This is an optimization exercise on Yosys and OpenROAD, whose aim is small area, not a production implementation. In this exercise RTL edits were held to simulation tests only and were not proved equivalent to the original. Power figures rest on the tool's default switching activity, not on a simulated workload.

## sequence_game_top
module sequence_game_top(
    input  logic        clk,
    input  logic        reset,
    input  logic        enter,
    input  logic [15:0] sw,
    input  logic        UART_rxd,
    output logic        UART_txd,
    output logic [7:0]  hex_segA,
    output logic [3:0]  hex_gridA,
    output logic [7:0]  hex_segB,
    output logic [3:0]  hex_gridB,
    output logic [15:0] led
);
Settings: LEC_CHECK=0, CAP_MARGIN=20, CORE_MARGIN=2, CORE_UTILIZATION=40, SLEW_MARGIN=20; clock period 10.0 ns.
standard.sh (not shown) runs the stock make flow with config.mk's settings and CLKGATE_MAP_FILE= SYNTH_SCRIPT=/design/flow/synth_recipe.tcl, a recipe that flattens the netlist after the stock synthesis.
==> flow/flow/run.sh <==
#!/bin/bash
# Layout flow: the standard ORFS flow, with
#  - synthesis: the standard script, but without full/half-adder extraction
#    and with an area-oriented ABC mapping script (flow/area.abc)
#  - port buffers: sky130_fd_sc_hd__buf_1
#  - CTS: small clock buffers, no dummy loads
set -uo pipefail
HERE=$(pwd)
sed "s#log_cmd abc {\*}\$abc_args#log_cmd abc -script $HERE/flow/area.abc {*}[lrange \$abc_args 2 end]#" \
    "$FLOW_HOME/scripts/synth.tcl" > "$HERE/my_orfs_synth.tcl"
grep -q "flow/area.abc" "$HERE/my_orfs_synth.tcl" || { echo "abc hook not found"; exit 1; }
sed "s#source \$::env(SCRIPTS_DIR)/synth.tcl#source $HERE/my_orfs_synth.tcl#" synth_recipe.tcl > "$HERE/my_synth.tcl"
grep -q "my_orfs_synth.tcl" "$HERE/my_synth.tcl" || { echo "synth hook not found"; exit 1; }
source "$HERE/flow/settings.sh"
bash standard.sh SYNTH_SCRIPT="$HERE/my_synth.tcl" ADDER_MAP_FILE= \
    BUFFER_PORTS_ARGS="$PORT_BUF_ARGS" CTS_ARGS="$CTS_ARGS_SET" $EXTRA finish > "$HERE/standard.log" 2>&1
==> flow/flow/area.abc <==
strash
&get -n
&fraig -x
&put
scorr
dc2
dretime
strash
&get -n
&dch -f
&nf -a -R 1000
&put
==> flow/flow/settings.sh <==
PORT_BUF_ARGS="-buffer_cell sky130_fd_sc_hd__buf_1"
CTS_ARGS_SET="-sink_clustering_enable -repair_clock_nets -dont_use_dummy_load -buf_list sky130_fd_sc_hd__clkbuf_4 -root_buf sky130_fd_sc_hd__clkbuf_8 -sink_clustering_size 11 -sink_clustering_max_diameter 50"
EXTRA="SKIP_REPAIR_TIE_FANOUT=1 SYNTH_INSBUF=0"
The baseline completed with no timing, DRC or antenna violations.
Edit:
--- a/flow/flow/run.sh
+++ b/flow/flow/run.sh
@@ -6,2 +6,6 @@
 #  - CTS: small clock buffers, no dummy loads
+#  - one tie cell per constant (no tie fan-out repair), no pass-through
+#    buffers in synthesis (the port buffers take their place)
+# Settings are in flow/settings.sh.  standard.sh's output goes to
+# standard.log; ORFS keeps each step's log under orfs/logs/.
 set -uo pipefail
--- a/flow/flow/area.abc
+++ b/flow/flow/area.abc
@@ -9,2 +9,3 @@
 &get -n
+&deepsyn -T 300
 &dch -f
==> flow/flow/settings.sh (replaced) <==
PORT_BUF_ARGS="-buffer_cell sky130_fd_sc_hd__buf_1"
CTS_ARGS_SET="-sink_clustering_enable -repair_clock_nets -dont_use_dummy_load -buf_list sky130_fd_sc_hd__clkbuf_4 -root_buf sky130_fd_sc_hd__clkbuf_4 -sink_clustering_size 11 -sink_clustering_max_diameter 50"
EXTRA="SKIP_REPAIR_TIE_FANOUT=1 SYNTH_INSBUF=0"
After rerunning: The new run finished clean. Area after synthesis came out lower by a few percent. Register-to-register slack improves by 0.18 ns. Cell count came out lower by a few percent. Cell area came out lower by a few percent. Setup slack degrades by 0.094 ns.
Edit:
--- a/flow/flow/run.sh
+++ b/flow/flow/run.sh
@@ -6,6 +6,2 @@
 #  - CTS: small clock buffers, no dummy loads
-#  - one tie cell per constant (no tie fan-out repair), no pass-through
-#    buffers in synthesis (the port buffers take their place)
-# Settings are in flow/settings.sh.  standard.sh's output goes to
-# standard.log; ORFS keeps each step's log under orfs/logs/.
 set -uo pipefail
==> flow/flow/area.abc (replaced) <==
strash
&get -n
&fraig -x
&put
scorr
dc2
dretime
strash
&get -n
&dch -f
&nf -a -R 1000
&put
==> flow/flow/settings.sh (replaced) <==
PORT_BUF_ARGS="-buffer_cell sky130_fd_sc_hd__buf_1"
CTS_ARGS_SET="-sink_clustering_enable -repair_clock_nets -dont_use_dummy_load -buf_list sky130_fd_sc_hd__clkbuf_8 -root_buf sky130_fd_sc_hd__clkbuf_8 -sink_clustering_size 20 -sink_clustering_max_diameter 80"
EXTRA=""
Cell count climbs by 2.5%.
Worst setup slack improved by 0.037 ns.
Core utilization falls by 0.50 points.
Edit:
==> flow/flow/settings.sh (replaced) <==
PORT_BUF_ARGS="-buffer_cell sky130_fd_sc_hd__buf_1"
CTS_ARGS_SET="-sink_clustering_enable -repair_clock_nets -dont_use_dummy_load -buf_list sky130_fd_sc_hd__clkbuf_4 -root_buf sky130_fd_sc_hd__clkbuf_8 -sink_clustering_size 12 -sink_clustering_max_diameter 35"
EXTRA="SKIP_REPAIR_TIE_FANOUT=1 SYNTH_INSBUF=0 CORE_UTILIZATION=55 PLACE_DENSITY=0.7"
Power barely changes.
Cell area came out lower by 1.4%.
Combinational power barely changes.
Register-to-register slack gets better by 0.18 ns.
Non-clock buffer count came out lower by 1.
First-iteration DRC count came out lower by 33%.
Sequential share of layout area came out higher by 0.82 points.
Cell count came out lower by about 7%.
Via count came out higher by about 2.3%.
Edit:
--- a/flow/flow/run.sh
+++ b/flow/flow/run.sh
@@ -6,2 +6,8 @@
 #  - CTS: small clock buffers, no dummy loads
+#  - tie cells shared by their loads (no tie fan-out repair), no pass-through
+#    buffers in synthesis (the port buffers take their place)
+#  - placement without timing-driven mode, repair without extra cap/slew
+#    margins (the design has over 5 ns of slack)
+# Settings are in flow/settings.sh.  standard.sh's output goes to
+# standard.log; ORFS keeps each step's log under orfs/logs/.
 set -uo pipefail
==> flow/flow/area.abc (replaced) <==
strash
&get -n
&fraig -x
&put
scorr
dc2
dretime
strash
&get -n
&deepsyn -T 300
&dch -f
&nf -a -R 1000
&put
mfs3 -ae -R 4 -H 6
&get -n
&st
&dch -f
&nf -a -R 1000
&put
mfs3 -ae -R 4 -H 6
==> flow/flow/settings.sh (replaced) <==
PORT_BUF_ARGS="-buffer_cell sky130_fd_sc_hd__buf_1"
CTS_ARGS_SET="-sink_clustering_enable -repair_clock_nets -dont_use_dummy_load -buf_list sky130_fd_sc_hd__clkbuf_4 -root_buf sky130_fd_sc_hd__clkbuf_4 -sink_clustering_size 11 -sink_clustering_max_diameter 50"
EXTRA="SKIP_REPAIR_TIE_FANOUT=1 SYNTH_INSBUF=0 GPL_TIMING_DRIVEN=0 CAP_MARGIN=0 SLEW_MARGIN=0"
Result:
- The changed run went through all stages and came out clean
- first-iteration DRC count fell by about 1%
- total power drops by 13%
- synthesized area falls by about 3%
- worst hold slack improves by 0.022 ns
- core utilization decreases by 17 points
- wire length shrinks by about 8%
- cell area is lower by about 2%
- non-clock buffer count goes down by 1

==> what the ideal ports hide <==
In the flow no input, the clock included, has a driving cell. The finished layouts below were timed again as built, in two steps.
Step 1 sets driving cells, clkbuf_16 on the clock port and buf_2 on the other inputs (assumed; they add their load-dependent delay and slew).
Step 2, shift: input delay + t, output delay - t, t = (earliest + latest rising clock arrival at the registers) / 2. This alone moves slack from input paths to output paths.
Three values: no drivers, after step 1, after step 2; two values: the first two.
| run | t, ns | setup slack, ns | slew at the worst register clock pin (ns) |
|---|---|---|---|
| the first run | 0.552 | 5.413 / 5.372 / 5.559 | 0.11 / 0.11 |
| the second run | 0.657 | 5.319 / 5.278 / 5.631 | 0.11 / 0.11 |
| the third run | 0.537 | 5.356 / 5.315 / 5.581 | 0.12 / 0.12 |
| the fourth run | 0.556 | 5.438 / 5.398 / 5.583 | 0.12 / 0.12 |
| the fifth run | 0.669 | 5.213 / 5.175 / 5.599 | 0.12 / 0.12 |
After both steps setup and hold are still met in every run listed.
